From an optimization exercise on the open Yosys and OpenROAD flow, aimed at small area; shortcuts taken in it are not production practice. The RTL was checked by simulation tests, not by an equivalence proof against the original design. No run shown here takes its clock network from TritonCTS; it comes from the design's own scripts or RTL. The flow treats the clock pin as an ideal source. Dropping or thinning the clock tree relies on that and would not hold on a real chip. Power and IR drop assume default switching activity.

$ cat design/flow/design.v
module pcs_8b_10b(clk, reset, tx_rd_in, tx_char_val, tx_data_in, tx_data_out, rx_rd_in, rx_char_val, rx_data_in, rx_data_out);
  input clk ;
  wire clk ;
  input reset ;
  wire reset ;
  input tx_rd_in ;
  wire tx_rd_in ;
  input tx_char_val ;
  wire tx_char_val ;
  input [7:0] tx_data_in ;
  wire [7:0] tx_data_in ;
  output [9:0] tx_data_out ;
  reg [9:0] tx_data_out ;
  input rx_rd_in ;
  wire rx_rd_in ;
  output rx_char_val ;
  input [9:0] rx_data_in ;
  wire [9:0] rx_data_in ;
  output [7:0] rx_data_out ;
  wire [1:0] e000 ;
  wire [9:0] e001 ;
  wire e002 ;
  wire e003 ;
  wire e004 ;
  wire e005 ;
  wire e006 ;
  wire e007 ;
  wire e008 ;
  wire e009 ;
  wire e010 ;
  wire e011 ;
  wire e012 ;
  wire e013 ;
  wire e014 ;
  wire e015 ;
  wire e016 ;
  wire e017 ;
  wire e018 ;
  wire e019 ;
  wire e020 ;
  wire e021 ;
  wire e022 ;
  wire e023 ;
  wire e024 ;
  wire e025 ;
  wire e026 ;
  wire e027 ;
  wire e028 ;
  wire e029 ;
  wire e030 ;
  wire e031 ;
  wire e032 ;
  wire e033 ;
  wire e034 ;
  wire e035 ;
  wire e036 ;
  wire e037 ;
  wire e038 ;
  wire e039 ;
  wire e040 ;
  wire e041 ;
  wire e042 ;
  wire e043 ;
  wire e044 ;
  wire e045 ;
  wire e046 ;
  wire e047 ;
  wire e048 ;
  wire e049 ;
  wire e050 ;
  wire e051 ;
  wire e052 ;
  wire e053 ;
  wire e054 ;
  wire e055 ;
  wire e056 ;
  wire e057 ;
  wire e058 ;
  wire e059 ;
  wire e060 ;
  wire e061 ;
  wire e062 ;
  wire e063 ;
  wire e064 ;
  wire e065 ;
  wire e066 ;
  wire e067 ;
  wire e068 ;
  wire e069 ;
  wire e070 ;
  wire e071 ;
  wire e072 ;
  wire e073 ;
  wire e074 ;
  wire e075 ;
  wire e076 ;
  wire e077 ;
  wire e078 ;
  wire e079 ;
  wire e080 ;
  wire e081 ;
  wire e082 ;
  wire e083 ;
  wire e084 ;
  wire e085 ;
  wire e086 ;
  wire e087 ;
  wire e088 ;
  wire e089 ;
  wire e090 ;
  wire e091 ;
  reg [1:0] e_hi_r ;
  wire [1:0] e_kk_r ;
  reg [3:0] e_lo_r ;
  reg e_rd_r ;
  wire in_k28 ;
  reg k28 ;
  assign e074 = e066 & ~(e073) ;
  assign e075 = e048 | e031 ;
  assign e076 = e075 | ~(e051) ;
  assign e077 = ~(e076 & e074) ;
  assign e001[4] = e057 ? e077 : e074 ;
  assign e078 = tx_data_in[7] & ~(tx_char_val) ;
  assign e079 = ~(e_hi_r[0] | e_hi_r[1]) ;
  assign e080 = e_kk_r[0] | ~(e079) ;
  assign e081 = e_hi_r[0] & e_hi_r[1] ;
  assign e082 = e081 | ~(e034) ;
  assign e083 = e080 & ~(e082) ;
  assign e084 = ~(e083 | e078) ;
  assign e085 = e081 | tx_char_val ;
  assign e086 = ~(e085 | e079) ;
  assign e087 = e_rd_r & ~(e086) ;
  assign e088 = e_kk_r[0] | ~(e034) ;
  assign e089 = e079 ? tx_char_val : e088 ;
  assign e090 = e089 ^ e087 ;
  assign e001[1] = e090 ^ e084 ;
  assign e091 = k28 & ~(e_hi_r[1]) ;
  assign e002 = tx_char_val & ~(e091) ;
  assign e003 = e002 | e_hi_r[0] ;
  assign e004 = e003 | e001[1] ;
  assign e005 = e034 & ~(e_hi_r[0]) ;
  assign e006 = tx_char_val & ~(e005) ;
  assign e007 = e_hi_r[1] & ~(e006) ;
  assign e008 = e087 ? e006 : e007 ;
  assign e001[2] = e008 | ~(e004) ;
  assign e009 = ~tx_data_in[7] ;
  assign e010 = ~(e086 & e009) ;
  assign e001[0] = ~(e010 & e090) ;
  assign e011 = e041 & ~(e_lo_r[1]) ;
  assign e012 = ~(e011 | e_lo_r[0]) ;
  assign e013 = e012 | ~(e035) ;
  assign e001[9] = e013 ^ e060 ;
  assign e014 = e085 | ~(e_hi_r[1]) ;
  assign e015 = e033 & ~(e091) ;
  assign e016 = e015 | e005 ;
  assign e017 = e016 ^ e087 ;
  assign e001[3] = e014 & ~(e017) ;
  assign e018 = tx_data_in[2] & tx_data_in[3] ;
  assign e019 = tx_data_in[1] | ~(tx_data_in[4]) ;
  assign e020 = e019 | tx_data_in[0] ;
  assign in_k28 = e018 & ~(e020) ;
  assign e021 = tx_data_in[2] | tx_data_in[3] ;
  assign e022 = tx_data_in[5] & tx_data_in[4] ;
  assign e023 = ~(e022 & tx_data_in[6]) ;
  assign e024 = e021 & ~(e023) ;
  assign e025 = e024 | in_k28 ;
  assign e026 = ~(tx_data_in[0] & tx_data_in[1]) ;
  assign e027 = e026 ^ e018 ;
  assign e028 = e027 | e009 ;
  assign e000[0] = e025 & ~(e028) ;
  assign e029 = ~e_lo_r[3] ;
  assign e030 = ~(e_lo_r[2] & e_lo_r[1]) ;
  assign e031 = e_lo_r[0] & ~(e030) ;
  assign e032 = e031 & ~(e029) ;
  assign e033 = tx_char_val & ~(e_kk_r[0]) ;
  assign e034 = k28 & tx_char_val ;
  assign e035 = ~(e034 | e033) ;
  assign e036 = e035 & ~(e032) ;
  assign e037 = ~(e_lo_r[2] | e_lo_r[1]) ;
  assign e038 = e037 & ~(e_lo_r[0]) ;
  assign e039 = e038 | e_lo_r[1] ;
  assign e040 = ~(e039 & e036) ;
  assign e041 = e_lo_r[3] & ~(e_lo_r[2]) ;
  assign e042 = ~e_rd_r ;
  assign e043 = e038 | e029 ;
  assign e044 = e_lo_r[0] & ~(e037) ;
  assign e045 = e030 & ~(e044) ;
  assign e046 = e045 & e043 ;
  assign e047 = ~(e046 | e032) ;
  assign e048 = tx_char_val | tx_data_in[4] ;
  assign e049 = ~(e048 | e047) ;
  assign e050 = e049 & ~(e042) ;
  assign e051 = e045 | e029 ;
  assign e052 = e051 | ~(tx_data_in[4]) ;
  assign e053 = e038 | e031 ;
  assign e054 = e053 | tx_char_val ;
  assign e055 = e052 & ~(e054) ;
  assign e056 = e_rd_r & ~(e055) ;
  assign e057 = ~(e056 | e050) ;
  assign e058 = e049 ? e042 : e056 ;
  assign e059 = ~e058 ;
  assign e060 = e041 ? e057 : e059 ;
  assign e001[8] = e060 ^ e040 ;
  assign e061 = ~e033 ;
  assign e062 = e038 & ~(e_lo_r[3]) ;
  assign e063 = ~(e062 | e_lo_r[2]) ;
  assign e064 = e061 & ~(e063) ;
  assign e065 = e064 | e034 ;
  assign e001[7] = e065 ^ e058 ;
  assign e066 = ~e034 ;
  assign e067 = e036 & ~(e043) ;
  assign e068 = e066 & ~(e067) ;
  assign e001[6] = e068 ^ e060 ;
  assign e069 = k28 | ~(e033) ;
  assign e070 = ~(e048 | e032) ;
  assign e071 = e070 & ~(e062) ;
  assign e072 = e071 | ~(e069) ;
  assign e001[5] = e072 ^ e057 ;
  assign e073 = e061 & ~(e047) ;
  always @(posedge clk)
      e_lo_r[0] <= tx_data_in[0] ;
  always @(posedge clk)
      e_lo_r[1] <= tx_data_in[1] ;
  always @(posedge clk)
      e_lo_r[2] <= tx_data_in[2] ;
  always @(posedge clk)
      e_lo_r[3] <= tx_data_in[3] ;
  always @(posedge clk)
      e_hi_r[0] <= tx_data_in[5] ;
  always @(posedge clk)
      e_hi_r[1] <= tx_data_in[6] ;
  always @(posedge clk)
      e_rd_r <= tx_rd_in ;
  reg e_kk_r_reg_0 ;
  always @(posedge clk)
      e_kk_r_reg_0  <= e000[0] ;
  assign e_kk_r[0] = e_kk_r_reg_0 ;
  always @(posedge clk)
      k28 <= in_k28 ;
  always @(posedge clk)
      tx_data_out[0] <= e001[0] ;
  always @(posedge clk)
      tx_data_out[1] <= e001[1] ;
  always @(posedge clk)
      tx_data_out[2] <= e001[2] ;
  always @(posedge clk)
      tx_data_out[3] <= e001[3] ;
  always @(posedge clk)
      tx_data_out[4] <= e001[4] ;
  always @(posedge clk)
      tx_data_out[5] <= e001[5] ;
  always @(posedge clk)
      tx_data_out[6] <= e001[6] ;
  always @(posedge clk)
      tx_data_out[7] <= e001[7] ;
  always @(posedge clk)
      tx_data_out[8] <= e001[8] ;
  always @(posedge clk)
      tx_data_out[9] <= e001[9] ;
  assign e000[1] = in_k28 ;
  assign e_kk_r[1] = k28 ;
  reg rx_char_val ;
  reg [7:0] rx_data_out ;
  wire [7:0] d000 ;
  wire [8:0] d001 ;
  wire d002 ;
  wire d003 ;
  wire d004 ;
  wire d005 ;
  wire d006 ;
  wire d007 ;
  wire d008 ;
  wire d009 ;
  wire d010 ;
  wire d011 ;
  wire d012 ;
  wire d013 ;
  wire d014 ;
  wire d015 ;
  wire d016 ;
  wire d017 ;
  wire d018 ;
  wire d019 ;
  wire d020 ;
  wire d021 ;
  wire d022 ;
  wire d023 ;
  wire d024 ;
  wire d025 ;
  wire d026 ;
  wire d027 ;
  wire d028 ;
  wire d029 ;
  wire d030 ;
  wire d031 ;
  wire d032 ;
  wire d033 ;
  wire d034 ;
  wire d035 ;
  wire d036 ;
  wire d037 ;
  wire d038 ;
  wire d039 ;
  wire d040 ;
  wire d041 ;
  wire d042 ;
  wire d043 ;
  wire d044 ;
  wire d045 ;
  wire d046 ;
  wire d047 ;
  wire d048 ;
  wire d049 ;
  wire d050 ;
  wire d051 ;
  wire d052 ;
  wire d053 ;
  wire d054 ;
  wire d055 ;
  wire d056 ;
  wire d057 ;
  wire d058 ;
  wire d059 ;
  wire d060 ;
  wire d061 ;
  wire d062 ;
  wire d063 ;
  wire d064 ;
  wire d065 ;
  wire d066 ;
  wire d067 ;
  wire d068 ;
  wire d069 ;
  wire d070 ;
  wire d071 ;
  wire d072 ;
  wire d073 ;
  wire d074 ;
  wire d075 ;
  wire d076 ;
  wire d077 ;
  wire d078 ;
  wire d079 ;
  wire d080 ;
  wire d081 ;
  wire d082 ;
  wire d083 ;
  wire d084 ;
  wire d085 ;
  wire d086 ;
  wire d087 ;
  wire d088 ;
  wire d089 ;
  wire d090 ;
  wire d091 ;
  wire d092 ;
  wire d093 ;
  wire d094 ;
  wire d095 ;
  wire d096 ;
  wire d097 ;
  wire d098 ;
  wire d099 ;
  wire d100 ;
  wire d101 ;
  wire d102 ;
  wire d103 ;
  wire d104 ;
  wire d105 ;
  wire [4:0] d5 ;
  reg [7:0] dec_r ;
  wire kc ;
  reg [8:0] sel_r ;
  assign d046 = ~(rx_data_in[5] & rx_data_in[4]) ;
  assign d047 = ~(rx_data_in[9] | rx_data_in[7]) ;
  assign d048 = ~(rx_data_in[8] | rx_data_in[6]) ;
  assign d049 = ~(d048 | d047) ;
  assign d050 = d049 & ~(d046) ;
  assign d051 = rx_data_in[5] | rx_data_in[4] ;
  assign d052 = rx_data_in[9] & rx_data_in[7] ;
  assign d053 = rx_data_in[8] & rx_data_in[6] ;
  assign d054 = ~(d053 | d052) ;
  assign d055 = d054 & ~(d051) ;
  assign d056 = d055 | d050 ;
  assign d057 = ~rx_data_in[8] ;
  assign d058 = d057 ? d047 : d052 ;
  assign d059 = ~(d053 | d048) ;
  assign d060 = d058 & ~(d059) ;
  assign d061 = ~(d060 | d056) ;
  assign d062 = d054 & d049 ;
  assign d063 = ~(d062 | d061) ;
  assign d064 = ~d058 ;
  assign d065 = d057 & ~(d052) ;
  assign d066 = d065 | d047 ;
  assign d067 = d051 & d046 ;
  assign d068 = ~(d067 ^ rx_data_in[6]) ;
  assign d069 = d068 ^ d066 ;
  assign d070 = d064 & ~(d069) ;
  assign d071 = rx_data_in[8] | rx_data_in[5] ;
  assign d072 = rx_data_in[9] & ~(d071) ;
  assign d073 = ~(d072 | rx_data_in[4]) ;
  assign d074 = ~rx_data_in[9] ;
  assign d075 = ~(rx_data_in[8] & rx_data_in[5]) ;
  assign d076 = d074 & ~(d075) ;
  assign d077 = ~(d076 | d073) ;
  assign d078 = d070 ? rx_rd_in : d077 ;
  assign d079 = d078 ^ rx_data_in[6] ;
  assign d5[3] = d079 & ~(d063) ;
  assign d080 = ~(d070 | d067) ;
  assign d081 = d078 ^ rx_data_in[7] ;
  assign d082 = ~(d081 | d080) ;
  assign d5[2] = d061 & ~(d082) ;
  assign d083 = d078 ^ d057 ;
  assign d5[1] = d061 & ~(d083) ;
  assign d084 = ~rx_rd_in ;
  assign d085 = d078 & ~(rx_data_in[9]) ;
  assign d086 = d085 & d056 ;
  assign d087 = d084 & ~(d086) ;
  assign d088 = d078 | d074 ;
  assign d089 = d056 & ~(d088) ;
  assign d090 = ~(d089 | d087) ;
  assign d091 = rx_data_in[3] & rx_data_in[2] ;
  assign d092 = ~(rx_data_in[3] | rx_data_in[2]) ;
  assign d093 = rx_data_in[0] ? d092 : d091 ;
  assign d094 = ~d093 ;
  assign d095 = rx_data_in[2] & ~(rx_data_in[3]) ;
  assign d096 = ~d095 ;
  assign d097 = ~(rx_data_in[1] & rx_data_in[0]) ;
  assign d098 = rx_data_in[1] | rx_data_in[0] ;
  assign d099 = d098 & d097 ;
  assign d100 = d099 & ~(d096) ;
  assign d101 = d094 & ~(d100) ;
  assign d102 = rx_data_in[0] | ~(rx_data_in[1]) ;
  assign d103 = rx_data_in[3] & ~(d102) ;
  assign d104 = rx_data_in[0] & ~(rx_data_in[2]) ;
  assign d105 = d104 & ~(rx_data_in[1]) ;
  assign d002 = d105 | d103 ;
  assign d003 = d094 & ~(d002) ;
  assign d004 = d090 ? d101 : d003 ;
  assign d000[5] = ~d004 ;
  assign d005 = d070 ? rx_rd_in : d066 ;
  assign d006 = d005 | rx_data_in[5] ;
  assign d007 = d005 & rx_data_in[5] ;
  assign d008 = d007 | d063 ;
  assign d5[4] = d006 & ~(d008) ;
  assign d009 = d084 & ~(d091) ;
  assign d010 = rx_data_in[3] & ~(d098) ;
  assign d011 = ~(d010 & d049) ;
  assign d012 = d011 | ~(d009) ;
  assign d013 = d097 | d084 ;
  assign d014 = d013 | d096 ;
  assign d015 = d054 & ~(d014) ;
  assign d016 = d012 & ~(d015) ;
  assign d017 = d016 | d062 ;
  assign d018 = d5[4] & ~(d017) ;
  assign d019 = ~(d097 | d092) ;
  assign d020 = d019 | ~(d009) ;
  assign d021 = ~(d020 & d090) ;
  assign d022 = d098 | d091 ;
  assign d023 = d092 | d084 ;
  assign d024 = d023 | ~(d022) ;
  assign d025 = d024 & ~(d090) ;
  assign d026 = rx_data_in[1] ? d091 : d092 ;
  assign d027 = d026 | d025 ;
  assign d028 = d021 & ~(d027) ;
  assign d029 = ~(d028 | d018) ;
  assign kc = ~d029 ;
  assign d001[3] = d029 ? dec_r[3] : d064 ;
  assign d030 = d090 ? d003 : d101 ;
  assign d000[6] = ~d030 ;
  assign d031 = dec_r[7] | ~(d029) ;
  assign d032 = rx_data_in[1] | ~(rx_data_in[0]) ;
  assign d033 = d084 ? d102 : d032 ;
  assign d034 = ~(d028 & d016) ;
  assign d035 = d033 & ~(d034) ;
  assign d001[7] = d031 & ~(d035) ;
  assign d001[4] = dec_r[4] | ~(d029) ;
  assign d036 = d085 | d080 ;
  assign d037 = d088 & ~(d036) ;
  assign d5[0] = d061 & ~(d037) ;
  assign d001[0] = d029 ? dec_r[0] : d5[0] ;
  assign d038 = dec_r[6] | ~(d029) ;
  assign d039 = d004 & ~(d034) ;
  assign d001[6] = d038 & ~(d039) ;
  assign d040 = dec_r[5] | ~(d029) ;
  assign d041 = d030 & ~(d034) ;
  assign d001[5] = d040 & ~(d041) ;
  assign d042 = ~d082 ;
  assign d001[2] = d029 ? dec_r[2] : d042 ;
  assign d001[1] = d029 ? dec_r[1] : d5[1] ;
  assign d043 = ~(d092 | d091) ;
  assign d044 = d090 ^ rx_data_in[1] ;
  assign d045 = d043 & ~(d044) ;
  assign d000[7] = d099 & ~(d045) ;
  always @(posedge clk)
      dec_r[0] <= d5[0] ;
  always @(posedge clk)
      dec_r[1] <= d5[1] ;
  always @(posedge clk)
      dec_r[2] <= d5[2] ;
  always @(posedge clk)
      dec_r[3] <= d5[3] ;
  always @(posedge clk)
      dec_r[4] <= d5[4] ;
  always @(posedge clk)
      dec_r[5] <= d000[5] ;
  always @(posedge clk)
      dec_r[6] <= d000[6] ;
  always @(posedge clk)
      dec_r[7] <= d000[7] ;
  always @(posedge clk)
      sel_r[0] <= d001[0] ;
  always @(posedge clk)
      sel_r[1] <= d001[1] ;
  always @(posedge clk)
      sel_r[2] <= d001[2] ;
  always @(posedge clk)
      sel_r[3] <= d001[3] ;
  always @(posedge clk)
      sel_r[4] <= d001[4] ;
  always @(posedge clk)
      sel_r[5] <= d001[5] ;
  always @(posedge clk)
      sel_r[6] <= d001[6] ;
  always @(posedge clk)
      sel_r[7] <= d001[7] ;
  always @(posedge clk)
      sel_r[8] <= kc ;
  always @(posedge clk)
      rx_data_out[0] <= sel_r[0] ;
  always @(posedge clk)
      rx_data_out[1] <= sel_r[1] ;
  always @(posedge clk)
      rx_data_out[2] <= sel_r[2] ;
  always @(posedge clk)
      rx_data_out[3] <= sel_r[3] ;
  always @(posedge clk)
      rx_data_out[4] <= sel_r[4] ;
  always @(posedge clk)
      rx_data_out[5] <= sel_r[5] ;
  always @(posedge clk)
      rx_data_out[6] <= sel_r[6] ;
  always @(posedge clk)
      rx_data_out[7] <= sel_r[7] ;
  always @(posedge clk)
      rx_char_val <= sel_r[8] ;
  assign d000[4:0] = d5 ;
  assign d001[8] = kc ;
endmodule
$ cat design/flow/flow/run.sh
#!/bin/bash
# Own layout flow: the standard layout (standard.sh) with three changes.
#  1. Synthesis is the standard script (synth_recipe.tcl) with the combinational
#     mapping step changed: no half/full-adder extraction and an area-oriented
#     ABC mapping (flow/area.abc). Registers are made by the same Yosys passes as
#     in the standard synthesis, so they keep their names and cell types.
#  2. Ports are buffered with sky130_fd_sc_hd__buf_1 instead of the default.
#  3. The clock tree is built by flow/cts_pre.tcl (a few clock buffers, each
#     driving one group of nearby clock pins) in place of clock_tree_synthesis.
# Each tool's output goes to a log file of its own in the work folder.
set -euo pipefail
WORK="$(cd "$(dirname "$0")/.." && pwd)"
cd "$WORK"

# synthesis script: the standard one with our mapping step
sed -e "s#@AREA_ABC@#$WORK/flow/area.abc#" flow/synth_pre.tcl > "$WORK/own_synth.tcl"
tail -n +2 synth_recipe.tcl >> "$WORK/own_synth.tcl"

# the standard make line, with our synthesis script
sed -e "s#SYNTH_SCRIPT=[^ ]*#SYNTH_SCRIPT=$WORK/own_synth.tcl#" standard.sh > own_standard.sh

bash own_standard.sh synth > "$WORK/log_synth.txt" 2>&1

export PRE_CTS_TCL="$WORK/flow/cts_pre.tcl"
export BUFFER_PORTS_ARGS="-buffer_cell sky130_fd_sc_hd__buf_1"
bash own_standard.sh > "$WORK/log_layout.txt" 2>&1
test -s out/final.def
$ cat design/flow/flow/area.abc
strash
&get -n
&dch -f
&nf -R 30 -p -C 32 -F 8
&put
topo
$ cat design/flow/flow/cts_pre.tcl
# Clock tree: the clock pins are split into CLK_GROUPS groups (k-means on their
# positions, default 3) and each group gets one buffer (CLKBUF_CELL, default
# sky130_fd_sc_hd__clkbuf_8) at its centre, driven by the clock port. This
# replaces clock_tree_synthesis for this small design; the rest of the standard
# CTS step (legalisation, timing repair) runs as usual.
proc clock_tree_synthesis { args } {
  set cell sky130_fd_sc_hd__clkbuf_8
  if { [info exists ::env(CLKBUF_CELL)] } { set cell $::env(CLKBUF_CELL) }
  set k 3
  if { [info exists ::env(CLK_GROUPS)] } { set k $::env(CLK_GROUPS) }
  set block [ord::get_db_block]
  set clk_net [$block findNet clk]
  set master [[ord::get_db] findMaster $cell]
  set sinks {}
  set xs {}
  set ys {}
  foreach it [$clk_net getITerms] {
    set box [[$it getInst] getBBox]
    lappend sinks $it
    lappend xs [expr { ([$box xMin] + [$box xMax]) / 2.0 }]
    lappend ys [expr { ([$box yMin] + [$box yMax]) / 2.0 }]
  }
  set n [llength $sinks]
  # initial centres: sinks in x order, evenly spaced
  set order [lsort -real -indices $xs]
  set cx {}
  set cy {}
  for { set g 0 } { $g < $k } { incr g } {
    set i [lindex $order [expr { int(($g + 0.5) * $n / $k) }]]
    lappend cx [lindex $xs $i]
    lappend cy [lindex $ys $i]
  }
  for { set iter 0 } { $iter < 50 } { incr iter } {
    set assign {}
    for { set i 0 } { $i < $n } { incr i } {
      set best 0
      set bd 1e30
      for { set g 0 } { $g < $k } { incr g } {
        set d [expr { abs([lindex $xs $i] - [lindex $cx $g]) + abs([lindex $ys $i] - [lindex $cy $g]) }]
        if { $d < $bd } { set bd $d; set best $g }
      }
      lappend assign $best
    }
    set ncx {}
    set ncy {}
    for { set g 0 } { $g < $k } { incr g } {
      set m 0; set ax 0.0; set ay 0.0
      for { set i 0 } { $i < $n } { incr i } {
        if { [lindex $assign $i] == $g } {
          set ax [expr { $ax + [lindex $xs $i] }]
          set ay [expr { $ay + [lindex $ys $i] }]
          incr m
        }
      }
      if { $m > 0 } {
        lappend ncx [expr { $ax / $m }]
        lappend ncy [expr { $ay / $m }]
      } else {
        lappend ncx [lindex $cx $g]
        lappend ncy [lindex $cy $g]
      }
    }
    set cx $ncx
    set cy $ncy
  }
  for { set g 0 } { $g < $k } { incr g } {
    set buf [odb::dbInst_create $block $master clkbuf_$g]
    set net [odb::dbNet_create $block clknet_$g]
    $net setSigType CLOCK
    set m 0
    for { set i 0 } { $i < $n } { incr i } {
      if { [lindex $assign $i] == $g } {
        set it [lindex $sinks $i]
        $it disconnect
        $it connect $net
        incr m
      }
    }
    [$buf findITerm A] connect $clk_net
    [$buf findITerm X] connect $net
    $buf setLocation [expr { int([lindex $cx $g]) }] [expr { int([lindex $cy $g]) }]
    $buf setPlacementStatus PLACED
    puts "clock buffer clkbuf_$g ($cell) drives $m clock pins"
  }
  set_propagated_clock [all_clocks]
}
$ cat design/flow/flow/synth_pre.tcl
proc synth {args} { yosys synth -nofsm -noshare {*}$args }
# no half/full-adder extraction
proc extract_fa {args} { puts "extract_fa skipped" }
# area-only mapping script in place of the standard one
proc abc {args} {
  set out {}
  set skip 0
  foreach a $args {
    if { $skip } { set skip 0; continue }
    if { $a eq "-script" } { lappend out -script @AREA_ABC@; set skip 1; continue }
    if { $a eq "-D" } { set skip 1; continue }
    lappend out $a
  }
  yosys abc {*}$out
}
$ cat design/flow/standard.sh
#!/bin/bash
# synth_recipe.tcl (not shown) runs the flow's synth.tcl, then flattens the netlist and writes it again
# the make line also repeats each setting of config.mk as NAME=value (left out here)
make -C /OpenROAD-flow-scripts/flow DESIGN_CONFIG=/design/flow/config.mk WORK_HOME=/design/flow/orfs CLKGATE_MAP_FILE= SYNTH_SCRIPT=/design/flow/synth_recipe.tcl "${@:-finish}"
$ cat design/flow/config.mk
export PLATFORM = sky130hd
export DESIGN_NAME = pcs_8b_10b
export DESIGN_NICKNAME = pcs_8b_10b
export VERILOG_FILES = /design/flow/design.v
export SDC_FILE = /design/flow/constraint.sdc
export NUM_CORES = 4
export LEC_CHECK = 0
export CAP_MARGIN = 20
export CORE_MARGIN = 2
export CORE_UTILIZATION = 75
export GPL_TIMING_DRIVEN = 0
export PLACE_DENSITY = 0.85
export SLEW_MARGIN = 20
$ cat design/flow/constraint.sdc
create_clock -name core_clock -period 4.0 [get_ports {clk}]
set_input_delay 0.8000 -clock core_clock [delete_from_list [all_inputs] [get_ports {clk}]]
set_output_delay 0.8000 -clock core_clock [all_outputs]
set_load 0.01 [all_outputs]
==> results of run 1 <==
==> synthesized netlist by cell type (all sizes together), types with 4 or more instances <==
cell type  number  area share, %
nor3            4            1.1
nand3           9            2.5
a21oi          11            3.0
mux2            4            2.5
o21ai          12            3.3
xor2            8            3.8
nor2           18            3.7
dfxtp          45             49
nand2          21            4.3
xnor2           8            3.8
nand2b          4            1.4
mux2i           6            3.3
clkinv          5            1.0
o22a            4            1.9
nor2b           4            1.4
==> power breakdown <==
| part | internal (µW) | total (µW) | leakage [µW] | switching, µW |
|---|---|---|---|---|
| Clock | 69.2 | 176 | 0.0000216 | 107 |
| Sequential | 527 | 554 | 0.000378 | 27.1 |
| Combinational | 82.5 | 212 | 0.000419 | 130 |
==> critical path, delay by kind of cell <==
kind / cells / cell delay (ns)
mux: 3 / 1.09
xor+xnor: 1 / 0.37
fa+ha+maj: 1 / 0.45
compound gates: 2 / 0.68
buf+inv: 1 / 0.20
simple gates: 2 / 0.27
==> area by class of cell <==
class	instances	area share, %
inverter	5	0.909
multi-input combinational	144	44.5
buffer	3	2.00
timing repair buffer	40	7.27
sequential	45	43.6
tap	28	1.70
==> final timing paths <==
path                             to  slack (ns)  cells after the start
max                sel_r[2]$_DFF_P_        0.22                     10
max reg2reg  tx_data_out[8]$_DFF_P_        1.64                      7
min reg2reg  rx_data_out[7]$_DFF_P_        0.34                      0
min          rx_data_out[7]$_DFF_P_        0.34                      0
==> routing by layer <==
layer  track usage [%]  vias to the layer above  wire length [µm]
li1                  -                      779                 -
met1              35.7                      784              1640
met2              63.8                       96              2370
met3              5.08                       21               269
met4              16.2                        0               192
met5                 0                        -                 0
==> metrics by stage <==
step	hold slack, ns	power [µW]
after floorplan	0.310	688
after global placement	0.311	745
after detailed placement	0.315	765
after CTS	0.338	938
after global routing	0.342	983
final	0.338	942
==> registers in the layout, summed over array words and instances, names as in the netlist, 2 cells and up <==
| name | flops |
|---|---|
| tx_data_out | 10 |
| e_hi_r | 2 |
| rx_data_out | 8 |
| sel_r | 9 |
| dec_r | 8 |
| e_lo_r | 4 |
==> cells by family (layout without fill, tap and decap cells) <==
kind of cell / Yosys count / after routing / share of synthesized area, %
AO/OA/AOI/OAI: 48 / 48 / 17.3
XOR/XNOR: 17 / 17 / 8.93
adder cells (fa/ha/maj): 2 / 2 / 1.09
buffers and inverters: 5 / 48 / 1.02
flip-flops: 45 / 45 / 49.1
multiplexers: 10 / 10 / 5.73
AND/OR/NAND/NOR: 67 / 67 / 16.8
==> reports/qor.csv, run 1 <==
metric;value;unit
max-cap violations;0;
GRT overflow;0;
DPL Wire Length;3220;µm
PD cells;456;mW/mm²
number of synthesized flops with an enable pin;0;
Post-Layout Cell Count;265;
drt total wl;4470;µm
Hold Path Class;flip-flop to flip-flop;
CORE AREA;0.00225;mm²
via count;1680;
Slowest-stage cell, CP;maj3_1;
Initial Utilization;81.4;%
TNS Setup;0;ns
RePlAce Congestion;0.851;
Antenna diodes;0;
Final Max Tran Viols;0;
vias in the first global route;1564;
# port buffers;40;
Final Hold Violating Endpoints;0;
post-synthesis area per instance;9.46;µm²
antenna violations before repair;0;
final setup vio count;0;
sequential area share after synthesis;49.1;%
post-layout min period;3.78;ns
final core utilization;91.6;%
antenna-violating nets left;0;
async set-reset flop share out of synthesis;0;%
Placement Cell Area;0.00202;mm²
post-synthesis net count;217;
Std-Cell Rows;17;
DP Cell Count;262;
Critical Path Fanout Max;11;
commonest non-fill, non-tap cell in the layout;dfxtp_1;
synthesis-to-layout area growth;12.5;%
DRT iter0 DRCs;70;
Crit path required time;4.06;ns
Worst-path clk slew;0.11;ns
Synth Flop Type;dfxtp_1;
Die Wd;53.5;µm
worst-path cell chain;buf_1, maj3_1, xor3_1, nand2_1, mux2i_2, nor3b_1, o21a_1, mux2i_1, a22o_1, mux2_1;
I/O pin cnt;42;
CP peak stage delay;0.45;ns
status;complete, no violations;
Pre-antenna DRT Iters;4;
Total GRT Usage;33.8;%
WL per Instance;16.9;µm
height of the die;53.5;µm
Layout Skew;0.0311;ns
r2r startpoint;e_lo_r[1]$_DFF_P_;
vias per std cell;6.34;
crit end category;flip-flop;
setup slack after layout;0.217;ns
hold path start;sel_r[7]$_DFF_P_;
Hold Buf Count CTS;0;
cts repair resizes;0;
drt drc;0;
Fillers;94;
WP data arrival;3.84;ns
register area;901;µm²
number of synthesized register bits;45;
RSZ-0062 raised after global routing;no;
most frequent cells in the layout;dfxtp_1 (45), buf_1 (40), nand2_1 (21);
post-CTS setup buffer count;0;
mapped cell area;0.00184;mm²
Post-Layout Inst Area;0.00207;mm²
highest clock rate;264;MHz
Worst Tran Pin Value;0.460;ns
first-pass GRT wire length;7040;µm
Slew HR;68.5;%
clk latency of the worst-skew pair;0.16;ns
Place WS;-0.0888;ns
Worst Setup SP;rx_data_in[9];
ratio of cells with drive above 1 in the final layout;1.69;%
Tcrit/Tclk final;94.6;%
total leakage power;0.000819;µW
Yosys warning count;1;
CP startpoint kind;input port;
Post-Syn Instances;194;
Max VDD drop;0.478;mV
synth unique cells;37;
final-stage net count;262;
WS Path Type;input port to flip-flop;
area occupied by multi-input gates;920;µm²
Die Area;0.00286;mm²
largest net degree at the start of global routing;20;
==> inputs of run 2 (changes only) <==
==> design/flow/flow/area.abc (replaced) <==
strash
&get -n
&dch -f
&nf -R 30 -p -C 32 -F 8 -a
&put
topo
--- a/design/flow/config.mk
+++ b/design/flow/config.mk
@@ -8,6 +8,6 @@
 export CAP_MARGIN = 20
 export CORE_MARGIN = 2
-export CORE_UTILIZATION = 75
+export CORE_UTILIZATION = 60
 export GPL_TIMING_DRIVEN = 0
-export PLACE_DENSITY = 0.85
+export PLACE_DENSITY = 0.7
 export SLEW_MARGIN = 20
==> run 2 against run 1 <==
Worst hold slack worse by 0.0054 ns. Fmax is 0.80% higher. Synthesized cell count stayed put. Critical path depth stayed put. Core utilization is 22 points lower. First-iteration DRC count is 13% lower. Sequential share of layout area is 0.13 points lower. Still clean on timing, DRC and antenna. Clock skew is 0.010 ns lower.
==> reports/qor.csv, run 2 <==
metric;value;unit
DRT iter0 DRCs;61;
RePlAce Congestion;0.879;
commonest cells in the netlist;dfxtp_1 (45), nand2_1 (21), nor2_1 (18);
post-layout min period;3.75;ns
WS Path Type;input port to flip-flop;
drt total wl;3240;µm
main combinational cell family by area after synthesis;compound AO/OA/AOI/OAI gates;
Crit path required time;4.04;ns
highest clock rate;266;MHz
GRT overflow;0;
drt drc;0;
Top reg by flops;tx_data_out;
Initial Utilization;61.6;%
post-synthesis net count;217;
antenna-violating nets left;0;
Max VDD drop;0.274;mV
Tcrit/Tclk final;93.8;%
Post-Layout Cell Count;270;
synthesis-to-layout area growth;12.9;%
Fin Hold WS;0.333;ns
clk latency of the worst-skew pair;0.15;ns
Yosys top cell area share;49.1;%
WP data arrival;3.79;ns
I/O pin cnt;42;
CORE AREA;0.00298;mm²
RSZ-0062 raised after global routing;no;
Critical Path Fanout Max;11;
most frequent cells in the layout;dfxtp_1 (45), buf_1 (40), nand2_1 (21);
Total GRT Usage;18.1;%
Std-Cell Rows;20;
via count;1500;
Die Area;0.00352;mm²
height of the die;59.3;µm
max-cap violations;0;
PD cells;442;mW/mm²
CP startpoint kind;input port;
final setup vio count;0;
DP Cell Count;267;
async set-reset flop share out of synthesis;0;%
ratio of cells with drive above 1 in the final layout;1.69;%
vias per std cell;5.56;
post-synthesis area per instance;9.46;µm²
Antenna diodes;0;
Area contributors post-synth;dfxtp_1 (49%), nand2_1 (4.3%), xnor2_1 (3.8%);
Fillers;250;
Worst Tran Pin Value;0.461;ns
area occupied by multi-input gates;920;µm²
Final Max Tran Viols;0;
multiplexer share of the synthesized area;5.73;%
largest net degree at the start of global routing;19;
number of synthesized register bits;45;
max reg flops;10;
Synth Area in Simple Gates;16.8;%
Post-Synth Adder-Cell Area;1.09;%
vias in the first global route;1253;
Post-Synth XOR/XNOR Area;8.93;%
Synth Area in Compound Gates;17.3;%
Pre-antenna DRT Iters;4;
WL per Instance;12.0;µm
Layout Skew;0.0210;ns
sequential area share after synthesis;49.1;%
final-stage net count;262;
biggest regs;tx_data_out x10, sel_r x9;
crit end category;flip-flop;
# port buffers;40;
Post-Syn Instances;194;
Yosys warning count;1;
final core utilization;69.6;%
Slew HR;68.7;%
first-pass GRT wire length;5220;µm
Hold Path Class;flip-flop to flip-flop;
synth unique cells;37;
DPL Wire Length;2490;µm
mapped cell area;0.00184;mm²
most numerous cell in the Yosys netlist;dfxtp_1;
post-CTS setup buffer count;0;
status;complete, no violations;
total leakage power;0.000819;µW
Worst-path clk slew;0.08;ns
register area;901;µm²
Final Hold Violating Endpoints;0;
antenna violations before repair;0;
Synth Flop Type;dfxtp_1;
Die Wd;59.3;µm
commonest non-fill, non-tap cell in the layout;dfxtp_1;
top cell type by total area after synthesis;dfxtp_1;
number of synthesized flops with an enable pin;0;
run 2: cells by family (layout without fill, tap and decap cells):
kind of cell,after synthesis,count (layout)
AO/OA/AOI/OAI,48,48
XOR/XNOR,17,17
adder cells (fa/ha/maj),2,2
buffers and inverters,5,48
flip-flops,45,45
multiplexers,10,10
AND/OR/NAND/NOR,67,67
run 2: stage by stage:
| step | worst slack [ns] | cell area [µm²] | power, µW | TNS (ns) |
|---|---|---|---|---|
| floorplan | 0.562 | 1840 | 688 | 0 |
| global route | 0.0249 | 2070 | 972 | 0 |
| CTS | 0.0891 | 2070 | 919 | 0 |
| finish | 0.247 | 2070 | 915 | 0 |
| detailed placement | -0.0655 | 2030 | 755 | -0.253 |
| global placement | 0.0128 | 2030 | 748 | 0 |
run 2: timing repair:
item                                    CTS  global route
endpoints found under the setup margin    0             4
hold buffers                              0             0
resized for setup                         0             1
run 2: worst max-delay path: stages:
cell and delay, ns:
buf_1 0.19, maj3_1 0.44, xor3_1 0.37, nand2_1 0.17, mux2i_2 0.47, nor3b_1 0.10
o21a_1 0.27, mux2i_1 0.22, a22o_1 0.38, mux2_1 0.36
run 2: area by class of cell:
class | count | share of cell area [%]
inverter | 5 | 0.906
multi-input combinational | 144 | 44.4
buffer | 3 | 1.99
tap | 33 | 1.99
sequential | 45 | 43.5
timing repair buffer | 40 | 7.25
run 2: routing by layer:
| layer | vias to the layer above | track usage, % | routed length, µm | share of wire (%) |
|---|---|---|---|---|
| met1 | 683 | 22.2 | 1360 | 42 |
| li1 | 772 | - | - | - |
| met4 | 0 | 2.27 | 46 | 1.4 |
| met2 | 41 | 35.2 | 1700 | 53 |
| met3 | 4 | 1.09 | 133 | 4.1 |
| met5 | - | 0 | 0 | 0 |
run 2: report_power, final:
group	internal, µW	switching (µW)
Sequential	527	22.0
Clock	69.0	101
Combinational	82.4	114
run 2: final timing paths:
kind         slack (ns)  depth (start not counted)              start                      to
max                0.25                         10      rx_data_in[9]        sel_r[1]$_DFF_P_
min                0.33                          0   sel_r[0]$_DFF_P_  rx_data_out[0]$_DFF_P_
max reg2reg        1.83                          7  e_lo_r[1]$_DFF_P_  tx_data_out[8]$_DFF_P_
min reg2reg        0.33                          0   sel_r[0]$_DFF_P_  rx_data_out[0]$_DFF_P_
==> inputs of run 3 (changes only) <==
==> design/flow/flow/area.abc (replaced) <==
strash
&get -n
&synch2
&nf -R 30 -p -C 32 -F 8
&put
topo
==> run 3 against run 2 <==
Die area is 0.64% higher. Synthesized area is 0.68% higher. Clock power hardly changed. Largest power group unchanged. Worst setup slack better by 0.039 ns. Core utilization is 0.29 points lower. Still clean. Fmax is 1.1% higher. Sequential share of layout area is 0.18 points lower. Flip-flop and latch count stayed put. Critical path type unchanged.
==> reports/qor.csv, run 3 <==
metric;value;unit
worst-path cell chain;buf_1, xor2_1, xnor3_1, and2_0, o31ai_1, o2bb2ai_1, mux2_1, a211oi_1, a31o_1, mux2_1;
RePlAce Congestion;0.936;
Synth Flop Type;dfxtp_1;
Total GRT Usage;18.7;%
PD cells;442;mW/mm²
largest net degree at the start of global routing;19;
WP data arrival;3.77;ns
synth unique cells;40;
post-CTS setup buffer count;0;
Std-Cell Rows;20;
ratio of cells with drive above 1 in the final layout;1.27;%
Pwr Total;919;µW
Die Wd;59.5;µm
Final Hold Violating Endpoints;0;
most frequent cells in the layout;dfxtp_1 (45), buf_1 (40), nand2_1 (18);
vias in the first global route;1336;
Final Max Tran Viols;0;
highest clock rate;269;MHz
crit end category;flip-flop;
CP startpoint kind;input port;
first-pass GRT wire length;5460;µm
async set-reset flop share out of synthesis;0;%
Max VDD drop;0.254;mV
max reg flops;10;
height of the die;59.5;µm
Critical Path Fanout Max;9;
Layout Skew;0.0186;ns
CP peak stage delay;0.37;ns
post-layout min period;3.71;ns
TNS Setup;0;ns
Antenna diodes;0;
Hold Buf Count CTS;0;
total leakage power;0.000786;µW
# port buffers;40;
Slew HR;62.0;%
commonest non-fill, non-tap cell in the layout;dfxtp_1;
Initial Utilization;61.5;%
Tcrit/Tclk final;92.9;%
Hold Path Class;flip-flop to flip-flop;
synthesis-to-layout area growth;12.6;%
Pre-antenna DRT Iters;4;
antenna-violating nets left;0;
Crit path required time;4.05;ns
CP most frequent cell;mux2_1;
number of synthesized flops with an enable pin;0;
post-synthesis area per instance;9.58;µm²
Slowest-stage cell, CP;mux2_1;
max-cap violations;0;
biggest regs;tx_data_out x10, sel_r x9;
I/O pin cnt;42;
vias per std cell;5.58;
final-stage net count;261;
antenna violations before repair;0;
sequential area share after synthesis;48.7;%
mapped cell area;0.00185;mm²
DPL Wire Length;2540;µm
status;complete, no violations;
final setup vio count;0;
WL per Instance;12.0;µm
Yosys warning count;1;
post-synthesis net count;216;
Top reg by flops;tx_data_out;
top cell type by total area after synthesis;dfxtp_1;
Yosys top cell area share;48.7;%
number of synthesized register bits;45;
Worst-path clk slew;0.10;ns
WS Path Type;input port to flip-flop;
Die Area;0.00354;mm²
via count;1501;
final core utilization;69.3;%
Post-Syn Instances;193;
RSZ-0062 raised after global routing;no;
cts repair resizes;0;
commonest cells in the netlist;dfxtp_1 (45), nand2_1 (18), nor2_1 (17);
most numerous cell in the Yosys netlist;dfxtp_1;
DRT iter0 DRCs;77;
CORE AREA;0.00300;mm²
drt total wl;3230;µm
Area contributors post-synth;dfxtp_1 (49%), xor2_1 (4.7%), o21ai_0 (3.8%);
clk latency of the worst-skew pair;0.16;ns
drt drc;0;
GRT overflow;0;
Worst Tran Pin Value;0.554;ns
run 3: changes by cell type in the layout (fill, tap and decap cells not counted), sizes merged, moves of 2 or more:
cell     delta
a41oi       -2
and2        +4
nand2       -3
nand3       -6
nand4       +2
o2111ai     +2
o211ai      +2
o21ai       +2
o21bai      -2
xor2        +2
run 3: path summary, 6_finish.rpt:
| path | startpoint | endpoint | slack [ns] | cells past startpoint |
|---|---|---|---|---|
| worst max-delay path | rx_data_in[5] | sel_r[1]$_DFF_P_ | 0.29 | 10 |
| worst min-delay path | sel_r[6]$_DFF_P_ | rx_data_out[6]$_DFF_P_ | 0.33 | 0 |
| worst max register to register | e_lo_r[1]$_DFF_P_ | tx_data_out[9]$_DFF_P_ | 1.97 | 6 |
| worst min register to register | sel_r[6]$_DFF_P_ | rx_data_out[6]$_DFF_P_ | 0.33 | 0 |
run 3: logic make-up (layout without fill, tap and decap cells):
| kind of cell | after synthesis | in the layout | share of synthesized area (%) |
|---|---|---|---|
| xor+xnor | 18 | 18 | 9.28 |
| mux | 10 | 10 | 5.75 |
| fa+ha+maj | 2 | 2 | 1.08 |
| compound gates | 50 | 50 | 17.5 |
| simple gates | 63 | 63 | 16.6 |
| buf+inv | 5 | 48 | 1.02 |
| flops | 45 | 45 | 48.7 |
run 3: cell type report:
class                   instances  area, µm²
multi-input cells             143        928
fillers                       265        922
flip-flops and latches         45        901
repair buffers                 40        150
plain buffers                   3       41.3
well taps                      33       41.3
inverters                       5       18.8
run 3: power breakdown:
group	switching (µW)	leakage, µW	internal, µW
Clock	104	0.0000216	69.1
Combinational	112	0.000387	82.9
Sequential	22.9	0.000378	528
run 3: per-layer routing:
metal / GRT usage (%) / up-vias / share of wire (%)
li1: - / 777 / -
met1: 23.8 / 674 / 43
met2: 34.9 / 45 / 51
met3: 1.75 / 5 / 5.0
met4: 2.86 / 0 / 0.90
met5: 0 / - / 0
run 3: stage by stage:
step                hold WS (ns)  cell area [µm²]  std cells  setup WS, ns
finish                     0.331             2080        269         0.286
CTS                        0.335             2080        269         0.242
global route               0.341             2080        269        0.0423
global placement           0.310             2040        266         0.134
floorplan                  0.310             1850        193         0.655
detailed placement         0.314             2040        266        0.0591
run 3: critical path: cells and delay by family:
kind / cells / cell delay (ns)
and+or+nand+nor: 1 / 0.25
buffers and inverters: 1 / 0.23
muxes: 2 / 0.73
xor gates and xnor gates: 2 / 0.63
AOI/OAI and AO/OA: 4 / 1.12
==> inputs of run 4 (changes only) <==
==> design/flow/flow/area.abc (replaced) <==
strash
&get -n
&dch -f
&nf -R 30 -p -C 32 -F 8
&put
topo
==> run 4 against run 3 <==
Still clean. Synthesized area shrank 0.68%. Combinational power about the same. Global-route usage is 0.63 points lower. First-iteration DRC count down 21%. Sequential share of layout area is 0.18 points higher. Via count barely moved. Clock skew up 0.0024 ns. Core utilization grew 0.29 points. Power down 0.46%. Largest power group unchanged.
==> reports/qor.csv, run 4 <==
metric;value;unit
Worst Tran Pin Value;0.461;ns
final-stage net count;262;
total leakage power;0.000819;µW
clk latency of the worst-skew pair;0.15;ns
DRT iter0 DRCs;61;
Initial Utilization;61.6;%
Post-Layout Cell Count;270;
Slew HR;68.7;%
commonest cells in the netlist;dfxtp_1 (45), nand2_1 (21), nor2_1 (18);
Post-Syn Instances;194;
vias per std cell;5.56;
WL per Instance;12.0;µm
number of synthesized register bits;45;
Crit path required time;4.04;ns
DPL Wire Length;2490;µm
Die Wd;59.3;µm
first-pass GRT wire length;5220;µm
antenna-violating nets left;0;
Area contributors post-synth;dfxtp_1 (49%), nand2_1 (4.3%), xnor2_1 (3.8%);
post-synthesis area per instance;9.46;µm²
synth unique cells;37;
drt drc;0;
Yosys warning count;1;
Worst-path clk slew;0.08;ns
WP data arrival;3.79;ns
highest clock rate;266;MHz
Placement Cell Area;0.00203;mm²
vias in the first global route;1253;
I/O pin cnt;42;
max-cap violations;0;
TNS Setup;0;ns
Pwr Total;915;µW
# port buffers;40;
biggest regs;tx_data_out x10, sel_r x9;
Std-Cell Rows;20;
top cell type by total area after synthesis;dfxtp_1;
ratio of cells with drive above 1 in the final layout;1.69;%
post-synthesis net count;217;
Total GRT Usage;18.1;%
Final Hold Violating Endpoints;0;
async set-reset flop share out of synthesis;0;%
Yosys top cell area share;49.1;%
Tcrit/Tclk final;93.8;%
Antenna diodes;0;
number of synthesized flops with an enable pin;0;
commonest non-fill, non-tap cell in the layout;dfxtp_1;
RSZ-0062 raised after global routing;no;
Synth Flop Type;dfxtp_1;
Die Area;0.00352;mm²
WS Path Type;input port to flip-flop;
Layout Skew;0.0210;ns
RePlAce Congestion;0.879;
GRT overflow;0;
Hold Path Class;flip-flop to flip-flop;
most frequent cells in the layout;dfxtp_1 (45), buf_1 (40), nand2_1 (21);
largest net degree at the start of global routing;19;
sequential area share after synthesis;49.1;%
CORE AREA;0.00298;mm²
antenna violations before repair;0;
Hold Buf Count CTS;0;
most numerous cell in the Yosys netlist;dfxtp_1;
synthesis-to-layout area growth;12.9;%
height of the die;59.3;µm
drt total wl;3240;µm
status;complete, no violations;
Critical Path Fanout Max;11;
cts repair resizes;0;
DP Cell Count;267;
via count;1500;
Pre-antenna DRT Iters;4;
Post-Layout Inst Area;0.00207;mm²
Top reg by flops;tx_data_out;
post-CTS setup buffer count;0;
max reg flops;10;
crit end category;flip-flop;
post-layout min period;3.75;ns
Final Max Tran Viols;0;
mapped cell area;0.00184;mm²
final setup vio count;0;
CP startpoint kind;input port;
PD cells;442;mW/mm²
Max VDD drop;0.274;mV
run 4: changes by cell type in the layout (fill, tap and decap cells not counted), moves of 2 or more:
cell,before,now
nand3_1,3,9
and2_0,4,0
nand2_1,18,21
a41oi_1,0,2
nand4_1,2,0
o2111ai_1,2,0
o211ai_1,2,0
o21ai_0,14,12
o21bai_1,1,3
xor2_1,10,8
run 4: critical path, cell delays in order:
cell,delay [ns]
buf_1,0.19
maj3_1,0.44
xor3_1,0.37
nand2_1,0.17
mux2i_2,0.47
nor3b_1,0.10
o21a_1,0.27
mux2i_1,0.22
a22o_1,0.38
mux2_1,0.36
run 4: layer usage:
| metal | vias to the layer above | track usage [%] | part of all wire, % |
|---|---|---|---|
| li1 | 772 | - | - |
| met1 | 683 | 22.2 | 42 |
| met2 | 41 | 35.2 | 53 |
| met3 | 4 | 1.09 | 4.1 |
| met4 | 0 | 2.27 | 1.4 |
| met5 | - | 0 | 0 |
run 4: report_power, final:
part | switching (µW) | total [µW] | leakage, µW | internal (µW)
clock network | 101 | 170 | 0.0000216 | 69.0
registers | 22.0 | 549 | 0.000378 | 527
logic | 114 | 196 | 0.000419 | 82.4
run 4: worst paths after layout:
check	from	end	slack, ns	cells after the start
max	rx_data_in[9]	sel_r[1]$_DFF_P_	0.25	10
min	sel_r[0]$_DFF_P_	rx_data_out[0]$_DFF_P_	0.33	0
max reg2reg	e_lo_r[1]$_DFF_P_	tx_data_out[8]$_DFF_P_	1.83	7
min reg2reg	sel_r[0]$_DFF_P_	rx_data_out[0]$_DFF_P_	0.33	0
run 4: layout make-up:
class	count	area (µm²)
multi-input combinational	144	920
fill	250	906
inverter	5	18.8
buffer	3	41.3
sequential	45	901
timing repair buffer	40	150
tap	33	41.3
run 4: cells by family after synthesis:
kind of cell             share of synthesized area, %
adder cells (fa/ha/maj)                          1.09
multiplexers                                     5.73
AO/OA/AOI/OAI                                    17.3
AND/OR/NAND/NOR                                  16.8
flip-flops                                       49.1
buffers and inverters                            1.02
XOR/XNOR                                         8.93
run 4: stage by stage:
stage	setup slack (ns)	hold slack [ns]	util [%]
2_1_floorplan	0.562	0.310	-
3_3_place_gp	0.0128	0.310	68.1
3_5_place_dp	-0.0655	0.313	68.1
4_1_cts	0.0891	0.333	69.5
5_1_grt	0.0249	0.345	69.6
6_report	0.247	0.333	69.6
==> inputs of run 5 (changes only) <==
==> design/flow/flow/area.abc (replaced) <==
strash
&get -n
&dch -f
&nf -p -C 32 -F 8 -D 2400
&put
topo
==> run 5 against run 4 <==
First-iteration DRC count is 90% higher. Power grew 0.63%. Worst setup slack improved by 0.056 ns. Sequential power about the same. Synthesized area grew 2.4%.
==> reports/qor.csv, run 5 <==
metric;value;unit
drt total wl;3390;µm
DR top layer;met4;
Die Area;0.00360;mm²
Antenna diodes;0;
CP startpoint kind;input port;
post-layout min period;3.70;ns
Post-Layout Inst Area;0.00213;mm²
via count;1571;
Worst-path clk slew;0.09;ns
number of synthesized register bits;45;
Critical Path Fanout Max;9;
CORE AREA;0.00303;mm²
Post-Layout Cell Count;287;
DPL Wire Length;2690;µm
DR WL met2;1840;µm
worst-path cell chain;buf_1, xnor3_1, a211oi_1, a2bb2oi_1, o41ai_1, nand3_1, a32oi_2, mux2_1;
met3 wire length;158;µm
Final Hold Violating Endpoints;0;
top cell type by total area after synthesis;dfxtp_1;
Crit path required time;4.04;ns
most frequent cells in the layout;dfxtp_1 (45), buf_1 (40), nand2_1 (19);
Area contributors post-synth;dfxtp_1 (48%), xor2_1 (4.7%), nand2_1 (3.8%);
WP buf/inv;1;
Worst Tran Pin Value;0.508;ns
status;complete, no violations;
highest clock rate;270;MHz
Slew HR;65.9;%
Yosys warning count;1;
DRT iter0 DRCs;116;
most numerous cell in the Yosys netlist;dfxtp_1;
antenna-violating nets left;0;
TNS Setup;0;ns
synth unique cells;41;
Hold Path Class;flip-flop to flip-flop;
total leakage power;0.000826;µW
Max VDD drop;0.176;mV
CP top delay family;compound AO/OA/AOI/OAI gates;
Synth Flop Type;dfxtp_1;
antenna violations before repair;0;
number of synthesized flops with an enable pin;0;
Final Max Tran Viols;0;
Yosys top cell area share;47.9;%
PD cells;432;mW/mm²
r2r startpoint;e_lo_r[1]$_DFF_P_;
final setup vio count;0;
Die Wd;60.0;µm
post-CTS setup buffer count;0;
GRT overflow;0;
height of the die;60.0;µm
final core utilization;70.5;%
Post-Syn Instances;200;
max reg flops;10;
Layout Skew;0.0597;ns
# port buffers;40;
synthesis-to-layout area growth;13.5;%
mapped cell area;0.00188;mm²
post-synthesis area per instance;9.40;µm²
Pre-antenna DRT Iters;4;
cts repair resizes;0;
M1 wire length;1330;µm
I/O pin cnt;42;
post-synthesis net count;223;
Std-Cell Rows;20;
first-pass GRT wire length;5630;µm
Fin Hold WS;0.333;ns
Tcrit/Tclk final;92.4;%
biggest regs;tx_data_out x10, sel_r x9;
Total GRT Usage;19.3;%
WS Path Type;input port to flip-flop;
commonest cells in the netlist;dfxtp_1 (45), nand2_1 (19), nor2_1 (15);
WL per Instance;11.8;µm
drt drc;0;
RSZ-0062 raised after global routing;no;
DP Cell Count;284;
max-cap violations;0;
register-to-register setup slack;1.93;ns
hold path start;sel_r[3]$_DFF_P_;
Hold Buf Count CTS;0;
clk latency of the worst-skew pair;0.17;ns
Initial Utilization;62.1;%
sequential area share after synthesis;47.9;%
vias in the first global route;1415;
RePlAce Congestion;0.949;
vias per std cell;5.47;
Worst Setup SP;rx_data_in[5];
Placement Cell Area;0.00208;mm²
ratio of cells with drive above 1 in the final layout;1.65;%
final-stage net count;268;
crit end category;flip-flop;
commonest non-fill, non-tap cell in the layout;dfxtp_1;
largest net degree at the start of global routing;24;
Top reg by flops;tx_data_out;
async set-reset flop share out of synthesis;0;%
CP peak stage delay;0.51;ns
WP data arrival;3.74;ns
Slowest-stage cell, CP;a32oi_2;
[run 5: cells by family (layout without fill, tap and decap cells)]
| family | Yosys count | after routing | synth area share (%) |
|---|---|---|---|
| xor+xnor | 16 | 16 | 8.19 |
| simple gates | 67 | 67 | 17.2 |
| flops | 45 | 45 | 47.9 |
| compound gates | 52 | 52 | 19.1 |
| mux | 8 | 8 | 4.53 |
| buf+inv | 10 | 53 | 2.00 |
| fa+ha+maj | 2 | 2 | 1.07 |
[run 5: final timing paths]
check / endpoint / depth (start not counted)
min reg2reg: rx_data_out[3]$_DFF_P_ / 0
min: rx_data_out[3]$_DFF_P_ / 0
max reg2reg: tx_data_out[8]$_DFF_P_ / 6
max: sel_r[0]$_DFF_P_ / 8
[run 5: where the power goes]
part	leakage (µW)	internal, µW	switching, µW
sequential	0.000378	527	22.1
clock	0.0000216	68.9	103
combinational	0.000426	82.8	117
[run 5: area by class of cell]
type | instances | area, µm²
plain buffers | 3 | 41.3
fillers | 249 | 895
inverters | 10 | 37.5
multi-input cells | 145 | 948
flip-flops and latches | 45 | 901
well taps | 44 | 55.1
repair buffers | 40 | 150
[run 5: routing by layer]
| layer | vias to the layer above | GRT usage (%) |
|---|---|---|
| li1 | 808 | - |
| met2 | 45 | 38.5 |
| met4 | 0 | 4.76 |
| met1 | 711 | 21.2 |
| met5 | - | 0 |
| met3 | 7 | 1.95 |
[run 5: through the flow]
step / worst slack [ns] / power [µW]
3_3_place_gp: 0.0520 / 751
4_1_cts: 0.0877 / 924
3_5_place_dp: -0.0522 / 760
2_1_floorplan: 0.712 / 691
6_report: 0.303 / 921
5_1_grt: 0.0570 / 975

==> afterwards: timing with drivers on the ports <==
Ports are ideal in the flow. The routed layouts listed here were re-timed in OpenROAD.
Step 1: set_driving_cell puts a clkbuf_16 on clk and a buf_2 on each other input, an assumption about the parent block.
Step 2 adds t to the input delays and takes it off the output delays; t is the mean of the earliest and latest rising clock arrival at the registers after step 1. Input paths then give back, and output paths get back, about the clock's delay inside the block.
Slacks: no drivers / after step 1 / after step 2; pairs: no drivers / after step 1.
run | t, ns | setup WS [ns] | pins driven straight from the clock port
run 1 | 0.190 | 0.217 / 0.241 / 0.051 | 3
run 2 | 0.191 | 0.247 / 0.274 / 0.083 | 3
run 3 | 0.191 | 0.286 / 0.306 / 0.115 | 3
run 4 | 0.191 | 0.247 / 0.274 / 0.083 | 3
run 5 | 0.186 | 0.303 / 0.323 / 0.137 | 3
After both steps setup and hold are still met in every run listed. The setup slack of run 3, which loses most, moves by +0.020 ns with the drivers and by -0.171 ns with both steps.
